Background: an optimization exercise with open tools, aiming at small area. Do not read the settings as production practice. At most, simulation tests tie the RTL to the original design; equivalence was not proved. Power and IR drop assume default switching activity.

==> inputs of trial 47 <==
Design cross_bar_top, start of the top module:
module cross_bar_top
(
    input  wire           clk,
    input  wire           aresetn,
    input  wire [3:0]     master_req,
    input  wire [127:0]   master_addr,
    input  wire [3:0]     master_cmd,
    input  wire [127:0]   master_wdata,
    output wire [3:0]     master_ack,
    output wire [127:0]   master_rdata,
    output wire [3:0]     slave_req,
    output wire [127:0]   slave_addr,
    output wire [3:0]     slave_cmd,
    output wire [127:0]   slave_wdata,
    input  wire [3:0]     slave_ack,
    input  wire [127:0]   slave_rdata
);
localparam MASTER_N = 4;
localparam SLAVE_N  = 4;
localparam ADDR_W   = 32;
localparam DATA_W   = 32;
reg [MASTER_N - 1: 0] preq_v;
reg [MASTER_N - 1: 0] preq_s1;
reg [MASTER_N - 1: 0] preq_s0;
integer m;
always @(posedge clk or negedge aresetn)
  if (!aresetn)
  begin
      preq_v  <= {MASTER_N{1'b0}};
      preq_s1 <= {MASTER_N{1'b0}};
      preq_s0 <= {MASTER_N{1'b0}};
  end
  else
  begin
      preq_v <= master_req;
      for (m = 0; m < MASTER_N; m = m + 1)
      begin
          preq_s1[m] <= master_addr[m * ADDR_W + ADDR_W - 1];
          preq_s0[m] <= master_addr[m * ADDR_W + ADDR_W - 2];
      end
  end
wire [SLAVE_N * MASTER_N - 1: 0] r;
wire [SLAVE_N * MASTER_N - 1: 0] nq;
genvar i;
generate
  for (i = 0; i < MASTER_N; i = i + 1) begin: decode_gen
      wire v  = master_req[i];
      wire a1 = master_addr[i * ADDR_W + ADDR_W - 1];
      wire a0 = master_addr[i * ADDR_W + ADDR_W - 2];
      cross_bar_nor3b u_r0  (.a(a1), .b(a0), .cn(v), .y(r[0 * MASTER_N + i]));
  ...
clock: 5.0 ns
lec_check: 0
cap_margin: 5
cell_pad_in_sites_detail_placement: 1
cell_pad_in_sites_global_placement: 2
core_area: 4 4 196 196
cts_buf_list: sky130_fd_sc_hd__clkbuf_8
die_area: 0 0 200 200
gpl_timing_driven: 0
slew_margin: 5
synth_hierarchical: 1
standard.sh (not shown) runs the stock make flow with config.mk's settings and CLKGATE_MAP_FILE= SYNTH_SCRIPT=/design/flow/synth_recipe.tcl, a recipe that flattens the netlist after the stock synthesis.
==> flow/flow/run.sh <==
#!/bin/bash
# Standard layout (standard.sh), with two changes:
#  - every port is buffered by the smallest buffer (buf_1) instead of the default choice;
#  - before floorplan, combinational cells that synthesis sized up get their smallest drive strength
#    (flow/downsize.tcl); the flow's own repair steps size up again where timing needs it.
# Each tool's full output stays in orfs/logs/; the output of standard.sh is also kept in standard.log.
set -euo pipefail
export BUFFER_PORTS_ARGS="-buffer_cell sky130_fd_sc_hd__buf_1"
export PRE_FLOORPLAN_TCL="$PWD/flow/downsize.tcl"
bash standard.sh > standard.log 2>&1
==> flow/flow/downsize.tcl <==
# Sourced before floorplan (PRE_FLOORPLAN_TCL): give every combinational cell that synthesis sized up
# the smallest drive strength of its kind (same function, _0 or _1). Timing repair later in the flow
# sizes cells up again where a path needs it. Registers, taps and fill cells are left alone.
set db [ord::get_db]
set block [ord::get_db_block]
set swapped 0
foreach inst [$block getInsts] {
  set master [$inst getMaster]
  set name [$master getName]
  if {![regexp {^(sky130_fd_sc_hd__([a-z0-9]+))_([0-9]+)$} $name -> base kind drive]} { continue }
  if {[regexp {^(df|sdf|edf|dl|tap|fill|decap|conb|diode|clk)} $kind]} { continue }
  set best $master
  set best_area [expr {[$master getWidth] * [$master getHeight]}]
  foreach d {0 1} {
    set cand [$db findMaster ${base}_$d]
    if {$cand eq "NULL" || $cand eq ""} { continue }
    set area [expr {[$cand getWidth] * [$cand getHeight]}]
    if {$area < $best_area} { set best $cand; set best_area $area }
  }
  if {$best ne $master} {
    $inst swapMaster $best
    incr swapped
  }
}
puts "downsize: $swapped cells given their smallest drive strength"
==> build 7 (differences from trial 47) <==
--- a/flow/design.v
+++ b/flow/design.v
@@ -1,25 +1,29 @@
 module cross_bar_rr_arbiter
 (
     input  wire [3:0] r,                    
     input  wire [3:0] nq,                   
     input  wire       roll,
     input  wire [3:0] grant,
-    input  wire [2:0] ptr,
+    input  wire [1:0] ptr_e,
     output wire       roll_early,
     output wire [3:0] grant_next,
-    output wire [2:0] ptr_next
+    output wire [1:0] ptr_e_next
 );
 wire fall01, fall23, any_q, none_r, rise;
 cross_bar_o22ai  u_fall01 (.a1(nq[0]), .a2(r[0]), .b1(nq[1]), .b2(r[1]), .y(fall01));
 cross_bar_o22ai  u_fall23 (.a1(nq[2]), .a2(r[2]), .b1(nq[3]), .b2(r[3]), .y(fall23));
 cross_bar_nand4  u_any_q  (.a(nq[0]), .b(nq[1]), .c(nq[2]), .d(nq[3]), .y(any_q));
 cross_bar_nor4   u_none_r (.a(r[0]), .b(r[1]), .c(r[2]), .d(r[3]), .y(none_r));
 cross_bar_nor2   u_rise   (.a(any_q), .b(none_r), .y(rise));
 cross_bar_or3    u_roll   (.a(fall01), .b(fall23), .c(rise), .y(roll_early));
+wire [2:0] ptr;
+cross_bar_and2    u_ptr0 (.a(ptr_e[1]), .b(ptr_e[0]), .y(ptr[0]));
+assign ptr[1] = ptr_e[1];
+cross_bar_or2     u_ptr2 (.a(ptr_e[1]), .b(ptr_e[0]), .y(ptr[2]));
 wire nm0, nm2, nm01, u0, u1, u2;
 wire [3:0] x;
 cross_bar_nand2   u_nm0  (.a(r[0]), .b(ptr[0]), .y(nm0));
 cross_bar_nand2   u_nm2  (.a(r[2]), .b(ptr[2]), .y(nm2));
 cross_bar_a22oi   u_nm01 (.a1(r[0]), .a2(ptr[0]), .b1(r[1]), .b2(ptr[1]), .y(nm01));
 cross_bar_and3b   u_u0   (.an(r[3]), .b(nm2), .c(nm01), .y(u0));
 cross_bar_nor3b   u_u1   (.a(r[0]), .b(r[3]), .cn(nm2), .y(u1));
@@ -30,27 +34,27 @@
 cross_bar_nand4   u_x3   (.a(roll), .b(r[3]), .c(nm01), .d(nm2), .y(x[3]));
 genvar k;
 generate
   for (k = 0; k < 4; k = k + 1) begin: next_gen
       cross_bar_mux2i u_next (.s(grant[k]), .a0(x[k]), .a1(roll), .y(grant_next[k]));
   end
 endgenerate
-wire h0, h1, h2;
-cross_bar_nor2 u_h0 (.a(grant[3]), .b(ptr[0]), .y(h0));
-cross_bar_nor4 u_p0 (.a(grant[0]), .b(grant[1]), .c(grant[2]), .d(h0), .y(ptr_next[0]));
-cross_bar_nor3 u_h1 (.a(grant[3]), .b(grant[0]), .c(ptr[1]), .y(h1));
-cross_bar_nor3 u_p1 (.a(grant[1]), .b(grant[2]), .c(h1), .y(ptr_next[1]));
-cross_bar_nor4 u_h2 (.a(grant[3]), .b(grant[0]), .c(grant[1]), .d(ptr[2]), .y(h2));
-cross_bar_nor2 u_p2 (.a(grant[2]), .b(h2), .y(ptr_next[2]));
+wire h1, h0;
+cross_bar_nor3 u_h1 (.a(grant[3]), .b(grant[0]), .c(ptr_e[1]), .y(h1));
+cross_bar_nor3 u_p1 (.a(grant[1]), .b(grant[2]), .c(h1), .y(ptr_e_next[1]));
+cross_bar_nor3 u_h0 (.a(grant[3]), .b(grant[1]), .c(ptr_e[0]), .y(h0));
+cross_bar_nor3 u_p0 (.a(grant[0]), .b(grant[2]), .c(h0), .y(ptr_e_next[0]));
 endmodule
 module cross_bar_nand3  (input wire a, b, c, output wire y);         assign y = ~(a & b & c);          endmodule
 module cross_bar_nand3b (input wire an, b, c, output wire y);        assign y = ~(~an & b & c);        endmodule
 module cross_bar_nand4  (input wire a, b, c, d, output wire y);      assign y = ~(a & b & c & d);      endmodule
 module cross_bar_and3   (input wire a, b, c, output wire y);         assign y = a & b & c;             endmodule
 module cross_bar_and3b  (input wire an, b, c, output wire y);        assign y = ~an & b & c;           endmodule
+module cross_bar_and2   (input wire a, b, output wire y);            assign y = a & b;                 endmodule
+module cross_bar_or2    (input wire a, b, output wire y);            assign y = a | b;                 endmodule
 module cross_bar_nor2   (input wire a, b, output wire y);            assign y = ~(a | b);              endmodule
 module cross_bar_nor3   (input wire a, b, c, output wire y);         assign y = ~(a | b | c);          endmodule
 module cross_bar_nor3b  (input wire a, b, cn, output wire y);        assign y = ~(a | b | ~cn);        endmodule
 module cross_bar_nor4   (input wire a, b, c, d, output wire y);      assign y = ~(a | b | c | d);      endmodule
 module cross_bar_or3    (input wire a, b, c, output wire y);         assign y = a | b | c;             endmodule
 module cross_bar_or3b   (input wire a, b, cn, output wire y);        assign y = a | b | ~cn;           endmodule
 module cross_bar_a22oi  (input wire a1, a2, b1, b2, output wire y);  assign y = ~((a1 & a2) | (b1 & b2)); endmodule
@@ -205,46 +209,46 @@
       cross_bar_nand3b u_nq2 (.an(preq_s0[i]), .b(preq_s1[i]), .c(preq_v[i]), .y(nq[2 * MASTER_N + i]));
       cross_bar_nand3 u_nq3 (.a(preq_s1[i]), .b(preq_s0[i]), .c(preq_v[i]), .y(nq[3 * MASTER_N + i]));
   end
 endgenerate
 reg  [SLAVE_N - 1: 0]            roll_d1;
 reg  [SLAVE_N - 1: 0]            roll;
 reg  [SLAVE_N * MASTER_N - 1: 0] grant;              
-reg  [SLAVE_N * 3 - 1: 0]        ptr;                
+reg  [SLAVE_N * 2 - 1: 0]        ptr_e;              
 wire [SLAVE_N - 1: 0]            roll_early;
 wire [SLAVE_N * MASTER_N - 1: 0] grant_next;
-wire [SLAVE_N * 3 - 1: 0]        ptr_next;
+wire [SLAVE_N * 2 - 1: 0]        ptr_e_next;
 generate
   for (i = 0; i < SLAVE_N; i = i + 1) begin: arbiter_gen
       cross_bar_rr_arbiter arbiter (
                               .r          (r[i * MASTER_N +: MASTER_N]),
                               .nq         (nq[i * MASTER_N +: MASTER_N]),
                               .roll       (roll[i]),
                               .grant      (grant[i * MASTER_N +: MASTER_N]),
-                              .ptr        (ptr[i * 3 +: 3]),
+                              .ptr_e      (ptr_e[i * 2 +: 2]),
                               .roll_early (roll_early[i]),
                               .grant_next (grant_next[i * MASTER_N +: MASTER_N]),
-                              .ptr_next   (ptr_next[i * 3 +: 3])
+                              .ptr_e_next (ptr_e_next[i * 2 +: 2])
                              );
   end
 endgenerate
 always @(posedge clk or negedge aresetn)
   if (!aresetn)
   begin
       roll_d1 <= {SLAVE_N{1'b0}};
       roll    <= {SLAVE_N{1'b0}};
       grant   <= {SLAVE_N * MASTER_N{1'b0}};
-      ptr     <= {SLAVE_N * 3{1'b1}};
+      ptr_e   <= {SLAVE_N * 2{1'b1}};
   end
   else
   begin
       roll_d1 <= roll_early;
       roll    <= roll_d1;
       grant   <= grant_next;
-      ptr     <= ptr_next;
+      ptr_e   <= ptr_e_next;
   end
 generate
   for (i = 0; i < SLAVE_N; i = i + 1) begin: slave_instance_gen
       cross_bar_slave #(.MASTER_N(MASTER_N), .ADDR_W(ADDR_W), .DATA_W(DATA_W)) slv (
                               .grant        (grant[i * MASTER_N +: MASTER_N]),
                               .master_req   (master_req),
                               .master_addr  (master_addr),
==> flow/flow/run.sh (replaced) <==
#!/bin/bash
# Standard layout (standard.sh), with these changes:
#  - every port is buffered by the smallest buffer (buf_1) instead of the default choice;
#  - pins may sit on every routing track (the die is smaller than the default pin spacing allows);
#  - before floorplan, combinational cells that synthesis sized up get their smallest drive strength
#    (flow/downsize.tcl); the flow's own repair steps size up again where timing needs it;
#  - before repair_design, each net with 40 or more loads is split into groups of at most 50 nearby
#    loads, each driven by a buf_2 at its centre (flow/fanout.tcl).
# Each tool's full output stays in orfs/logs/; the output of standard.sh is also kept in standard.log.
set -euo pipefail
export BUFFER_PORTS_ARGS="-buffer_cell sky130_fd_sc_hd__buf_1"
export PLACE_PINS_ARGS="-min_distance 1 -min_distance_in_tracks"
export PRE_FLOORPLAN_TCL="$PWD/flow/downsize.tcl"
export PRE_RESIZE_TCL="$PWD/flow/fanout.tcl"
bash standard.sh > standard.log 2>&1
==> flow/flow/fanout.tcl (new file) <==
# Sourced before repair_design (PRE_RESIZE_TCL), after global placement: split each high-fanout signal net
# into groups of nearby loads and give each group a small buffer at the group's centre, instead of
# leaving repair_design to drive the whole net through one large buffer.
set fo_max   50
set fo_cell  sky130_fd_sc_hd__buf_2
set fo_limit 40

proc fo_split {items maxn} {
  # items: list of {x y name}; recursive bisection along the wider side
  if {[llength $items] <= $maxn} { return [list $items] }
  set xs [lmap i $items {lindex $i 0}]
  set ys [lmap i $items {lindex $i 1}]
  set dx [expr {[tcl::mathfunc::max {*}$xs] - [tcl::mathfunc::min {*}$xs]}]
  set dy [expr {[tcl::mathfunc::max {*}$ys] - [tcl::mathfunc::min {*}$ys]}]
  set k [expr {$dx >= $dy ? 0 : 1}]
  set sorted [lsort -real -index $k $items]
  set n [llength $sorted]
  # split so that the first half holds a multiple of maxn where possible
  set groups [expr {($n + $maxn - 1) / $maxn}]
  set h [expr {(($groups + 1) / 2) * $n / $groups}]
  return [concat [fo_split [lrange $sorted 0 [expr {$h - 1}]] $maxn] [fo_split [lrange $sorted $h end] $maxn]]
}

set block [ord::get_db_block]
set dbu [$block getDbUnitsPerMicron]
set nbuf 0
set nnet 0
foreach net [$block getNets] {
  if {[$net getSigType] ne "SIGNAL"} { continue }
  if {[llength [$net getBTerms]] > 0} { continue }
  set snet [sta::db_net_to_sta $net]
  set loads {}
  foreach pin [sta::net_load_pins $snet] {
    set it [sta::sta_to_db_pin $pin]
    if {$it eq "NULL" || $it eq ""} { continue }
    set b [[$it getInst] getBBox]
    lappend loads [list [expr {([$b xMin] + [$b xMax]) / 2}] [expr {([$b yMin] + [$b yMax]) / 2}] $pin]
  }
  if {[llength $loads] < $fo_limit} { continue }
  incr nnet
  foreach g [fo_split $loads $fo_max] {
    set sx 0; set sy 0
    foreach i $g { set sx [expr {$sx + [lindex $i 0]}]; set sy [expr {$sy + [lindex $i 1]}] }
    set cx [expr {$sx / [llength $g] / double($dbu)}]
    set cy [expr {$sy / [llength $g] / double($dbu)}]
    set pins [lmap i $g {lindex $i 2}]
    insert_buffer -buffer_cell $fo_cell -net $snet -load_pins $pins -location [list $cx $cy]
    incr nbuf
  }
}
puts "fanout: $nbuf buffers ($fo_cell, groups of at most $fo_max) on $nnet nets"
Settings changed: CORE_AREA 4 4 196 196 to 5 5 215 215, DIE_AREA 0 0 200 200 to 0 0 220 220.
==> trial 61 (differences from trial 47) <==
--- a/flow/design.v
+++ b/flow/design.v
@@ -1,25 +1,29 @@
 module cross_bar_rr_arbiter
 (
     input  wire [3:0] r,                    
     input  wire [3:0] nq,                   
     input  wire       roll,
     input  wire [3:0] grant,
-    input  wire [2:0] ptr,
+    input  wire [1:0] ptr_e,
     output wire       roll_early,
     output wire [3:0] grant_next,
-    output wire [2:0] ptr_next
+    output wire [1:0] ptr_e_next
 );
 wire fall01, fall23, any_q, none_r, rise;
 cross_bar_o22ai  u_fall01 (.a1(nq[0]), .a2(r[0]), .b1(nq[1]), .b2(r[1]), .y(fall01));
 cross_bar_o22ai  u_fall23 (.a1(nq[2]), .a2(r[2]), .b1(nq[3]), .b2(r[3]), .y(fall23));
 cross_bar_nand4  u_any_q  (.a(nq[0]), .b(nq[1]), .c(nq[2]), .d(nq[3]), .y(any_q));
 cross_bar_nor4   u_none_r (.a(r[0]), .b(r[1]), .c(r[2]), .d(r[3]), .y(none_r));
 cross_bar_nor2   u_rise   (.a(any_q), .b(none_r), .y(rise));
 cross_bar_or3    u_roll   (.a(fall01), .b(fall23), .c(rise), .y(roll_early));
+wire [2:0] ptr;
+cross_bar_and2    u_ptr0 (.a(ptr_e[1]), .b(ptr_e[0]), .y(ptr[0]));
+assign ptr[1] = ptr_e[1];
+cross_bar_or2     u_ptr2 (.a(ptr_e[1]), .b(ptr_e[0]), .y(ptr[2]));
 wire nm0, nm2, nm01, u0, u1, u2;
 wire [3:0] x;
 cross_bar_nand2   u_nm0  (.a(r[0]), .b(ptr[0]), .y(nm0));
 cross_bar_nand2   u_nm2  (.a(r[2]), .b(ptr[2]), .y(nm2));
 cross_bar_a22oi   u_nm01 (.a1(r[0]), .a2(ptr[0]), .b1(r[1]), .b2(ptr[1]), .y(nm01));
 cross_bar_and3b   u_u0   (.an(r[3]), .b(nm2), .c(nm01), .y(u0));
 cross_bar_nor3b   u_u1   (.a(r[0]), .b(r[3]), .cn(nm2), .y(u1));
@@ -30,27 +34,27 @@
 cross_bar_nand4   u_x3   (.a(roll), .b(r[3]), .c(nm01), .d(nm2), .y(x[3]));
 genvar k;
 generate
   for (k = 0; k < 4; k = k + 1) begin: next_gen
       cross_bar_mux2i u_next (.s(grant[k]), .a0(x[k]), .a1(roll), .y(grant_next[k]));
   end
 endgenerate
-wire h0, h1, h2;
-cross_bar_nor2 u_h0 (.a(grant[3]), .b(ptr[0]), .y(h0));
-cross_bar_nor4 u_p0 (.a(grant[0]), .b(grant[1]), .c(grant[2]), .d(h0), .y(ptr_next[0]));
-cross_bar_nor3 u_h1 (.a(grant[3]), .b(grant[0]), .c(ptr[1]), .y(h1));
-cross_bar_nor3 u_p1 (.a(grant[1]), .b(grant[2]), .c(h1), .y(ptr_next[1]));
-cross_bar_nor4 u_h2 (.a(grant[3]), .b(grant[0]), .c(grant[1]), .d(ptr[2]), .y(h2));
-cross_bar_nor2 u_p2 (.a(grant[2]), .b(h2), .y(ptr_next[2]));
+wire h1, h0;
+cross_bar_nor3 u_h1 (.a(grant[3]), .b(grant[0]), .c(ptr_e[1]), .y(h1));
+cross_bar_nor3 u_p1 (.a(grant[1]), .b(grant[2]), .c(h1), .y(ptr_e_next[1]));
+cross_bar_nor3 u_h0 (.a(grant[3]), .b(grant[1]), .c(ptr_e[0]), .y(h0));
+cross_bar_nor3 u_p0 (.a(grant[0]), .b(grant[2]), .c(h0), .y(ptr_e_next[0]));
 endmodule
 module cross_bar_nand3  (input wire a, b, c, output wire y);         assign y = ~(a & b & c);          endmodule
 module cross_bar_nand3b (input wire an, b, c, output wire y);        assign y = ~(~an & b & c);        endmodule
 module cross_bar_nand4  (input wire a, b, c, d, output wire y);      assign y = ~(a & b & c & d);      endmodule
 module cross_bar_and3   (input wire a, b, c, output wire y);         assign y = a & b & c;             endmodule
 module cross_bar_and3b  (input wire an, b, c, output wire y);        assign y = ~an & b & c;           endmodule
+module cross_bar_and2   (input wire a, b, output wire y);            assign y = a & b;                 endmodule
+module cross_bar_or2    (input wire a, b, output wire y);            assign y = a | b;                 endmodule
 module cross_bar_nor2   (input wire a, b, output wire y);            assign y = ~(a | b);              endmodule
 module cross_bar_nor3   (input wire a, b, c, output wire y);         assign y = ~(a | b | c);          endmodule
 module cross_bar_nor3b  (input wire a, b, cn, output wire y);        assign y = ~(a | b | ~cn);        endmodule
 module cross_bar_nor4   (input wire a, b, c, d, output wire y);      assign y = ~(a | b | c | d);      endmodule
 module cross_bar_or3    (input wire a, b, c, output wire y);         assign y = a | b | c;             endmodule
 module cross_bar_or3b   (input wire a, b, cn, output wire y);        assign y = a | b | ~cn;           endmodule
 module cross_bar_a22oi  (input wire a1, a2, b1, b2, output wire y);  assign y = ~((a1 & a2) | (b1 & b2)); endmodule
@@ -205,46 +209,46 @@
       cross_bar_nand3b u_nq2 (.an(preq_s0[i]), .b(preq_s1[i]), .c(preq_v[i]), .y(nq[2 * MASTER_N + i]));
       cross_bar_nand3 u_nq3 (.a(preq_s1[i]), .b(preq_s0[i]), .c(preq_v[i]), .y(nq[3 * MASTER_N + i]));
   end
 endgenerate
 reg  [SLAVE_N - 1: 0]            roll_d1;
 reg  [SLAVE_N - 1: 0]            roll;
 reg  [SLAVE_N * MASTER_N - 1: 0] grant;              
-reg  [SLAVE_N * 3 - 1: 0]        ptr;                
+reg  [SLAVE_N * 2 - 1: 0]        ptr_e;              
 wire [SLAVE_N - 1: 0]            roll_early;
 wire [SLAVE_N * MASTER_N - 1: 0] grant_next;
-wire [SLAVE_N * 3 - 1: 0]        ptr_next;
+wire [SLAVE_N * 2 - 1: 0]        ptr_e_next;
 generate
   for (i = 0; i < SLAVE_N; i = i + 1) begin: arbiter_gen
       cross_bar_rr_arbiter arbiter (
                               .r          (r[i * MASTER_N +: MASTER_N]),
                               .nq         (nq[i * MASTER_N +: MASTER_N]),
                               .roll       (roll[i]),
                               .grant      (grant[i * MASTER_N +: MASTER_N]),
-                              .ptr        (ptr[i * 3 +: 3]),
+                              .ptr_e      (ptr_e[i * 2 +: 2]),
                               .roll_early (roll_early[i]),
                               .grant_next (grant_next[i * MASTER_N +: MASTER_N]),
-                              .ptr_next   (ptr_next[i * 3 +: 3])
+                              .ptr_e_next (ptr_e_next[i * 2 +: 2])
                              );
   end
 endgenerate
 always @(posedge clk or negedge aresetn)
   if (!aresetn)
   begin
       roll_d1 <= {SLAVE_N{1'b0}};
       roll    <= {SLAVE_N{1'b0}};
       grant   <= {SLAVE_N * MASTER_N{1'b0}};
-      ptr     <= {SLAVE_N * 3{1'b1}};
+      ptr_e   <= {SLAVE_N * 2{1'b1}};
   end
   else
   begin
       roll_d1 <= roll_early;
       roll    <= roll_d1;
       grant   <= grant_next;
-      ptr     <= ptr_next;
+      ptr_e   <= ptr_e_next;
   end
 generate
   for (i = 0; i < SLAVE_N; i = i + 1) begin: slave_instance_gen
       cross_bar_slave #(.MASTER_N(MASTER_N), .ADDR_W(ADDR_W), .DATA_W(DATA_W)) slv (
                               .grant        (grant[i * MASTER_N +: MASTER_N]),
                               .master_req   (master_req),
                               .master_addr  (master_addr),
==> flow/flow/run.sh (replaced) <==
#!/bin/bash
# Standard layout (standard.sh), with these changes:
#  - every port is buffered by the smallest buffer (buf_1) instead of the default choice;
#  - pins may sit on every routing track (the die is smaller than the default pin spacing allows);
#  - before floorplan, combinational cells that synthesis sized up get their smallest drive strength
#    (flow/downsize.tcl); the flow's own repair steps size up again where timing needs it.
# Each tool's full output stays in orfs/logs/; the output of standard.sh is also kept in standard.log.
set -euo pipefail
export BUFFER_PORTS_ARGS="-buffer_cell sky130_fd_sc_hd__buf_1"
export PLACE_PINS_ARGS="-min_distance 1 -min_distance_in_tracks"
export PRE_FLOORPLAN_TCL="$PWD/flow/downsize.tcl"
bash standard.sh > standard.log 2>&1
Settings changed: CORE_AREA 4 4 196 196 to 5 5 215 215, DIE_AREA 0 0 200 200 to 0 0 220 220.
==> qor summary <==
| quantity | trial 47 | trial 61 | build 7 |
|---|---|---|---|
| Result of the run | did not finish | no timing/DRC/antenna violations | no timing/DRC/antenna violations |
| Failing step | I/O pin placement (3_2_place_iop) | - | - |
| Largest vdd supply drop | - | 143.4 uV | 111.7 uV |
| R2R setup slack | - | 3.35 ns | 3.04 ns |
| Total of max-cap violations | - | 0 | 0 |
| Maximum clock rate | - | 302.0 MHz | 280.2 MHz |
| Total buffers and inverters traversed by the critical path | - | 2 | 2 |
| Least-Margin Pin Slew | - | 0.9423 ns | 1.044 ns |
| Seq Cell Count | - | 44 | 44 |
| CTS Hold Bufs | - | 0 | 0 |
| Logic depth of the worst path, buffers included | - | 4 | 4 |
| Routability congestion estimate from global placement | - | 0.9444 | 0.9444 |
| Post-route setup TNS | - | 0 ns | 0 ns |
| Time the final worst path needs with I/O delays and setup | - | 3.311 ns | 3.569 ns |
| Non-clk bufs | - | 814 | 842 |
| Starting Density | 0.2487 | 0.2046 | 0.2046 |
| Wirelength per Cell | - | 31.48 um | 32.50 um |
| Top cell class by occupied area | - | multi-input combinational cells | multi-input combinational cells |
| Critical path startpoint category | - | register | register |
| Number of rows in the core area | 70 | 77 | 77 |
| Diode insertion count for antenna repair | - | 50 | 48 |
| Placement-stage cell area | - | 13320 um^2 | 12950 um^2 |
| Seq/total area | - | 0.08651 | 0.08438 |
| Number of slew-limit violations in the final report | - | 0 | 0 |
| Total power divided by cell area | - | 295.5 nW/um^2 | 302.6 nW/um^2 |
| Cells after Synth | 1372 | 1368 | 1368 |
| Most common cell after layout, fill and taps aside | - | sky130_fd_sc_hd__nand2_1 | sky130_fd_sc_hd__nand2_1 |
| Overall global routing resource usage | - | 0.3339 | 0.3467 |
Function not checked in trial 47: the RTL went through the layout flow alone.

==> separate check: timing with driven ports <==
No port has a modelled driver above. Below, the same layouts with a new extraction and two added sets of constraints. Step 1 (the two cells are an assumption about what drives the block):
set clk [get_ports {clk}]
set_driving_cell -lib_cell sky130_fd_sc_hd__clkbuf_16 $clk
set_driving_cell -lib_cell sky130_fd_sc_hd__buf_2 [delete_from_list [all_inputs] $clk]
Step 2 times the ports against the registers' clock, not the clock port: input delays grow and output delays shrink by t, the midpoint of the rising clock arrivals with the driver on. a / b / c = no drivers / after step 1 / after step 2; a / b = the first two.
run	t, ns	setup WS [ns]	worst hold slack (ns)
build 7	0.337	1.431 / 1.393 / 1.730	0.354 / 0.354 / 0.354
trial 61	0.336	1.689 / 1.653 / 1.989	0.354 / 0.354 / 0.354
After both steps every run listed still meets setup and hold.
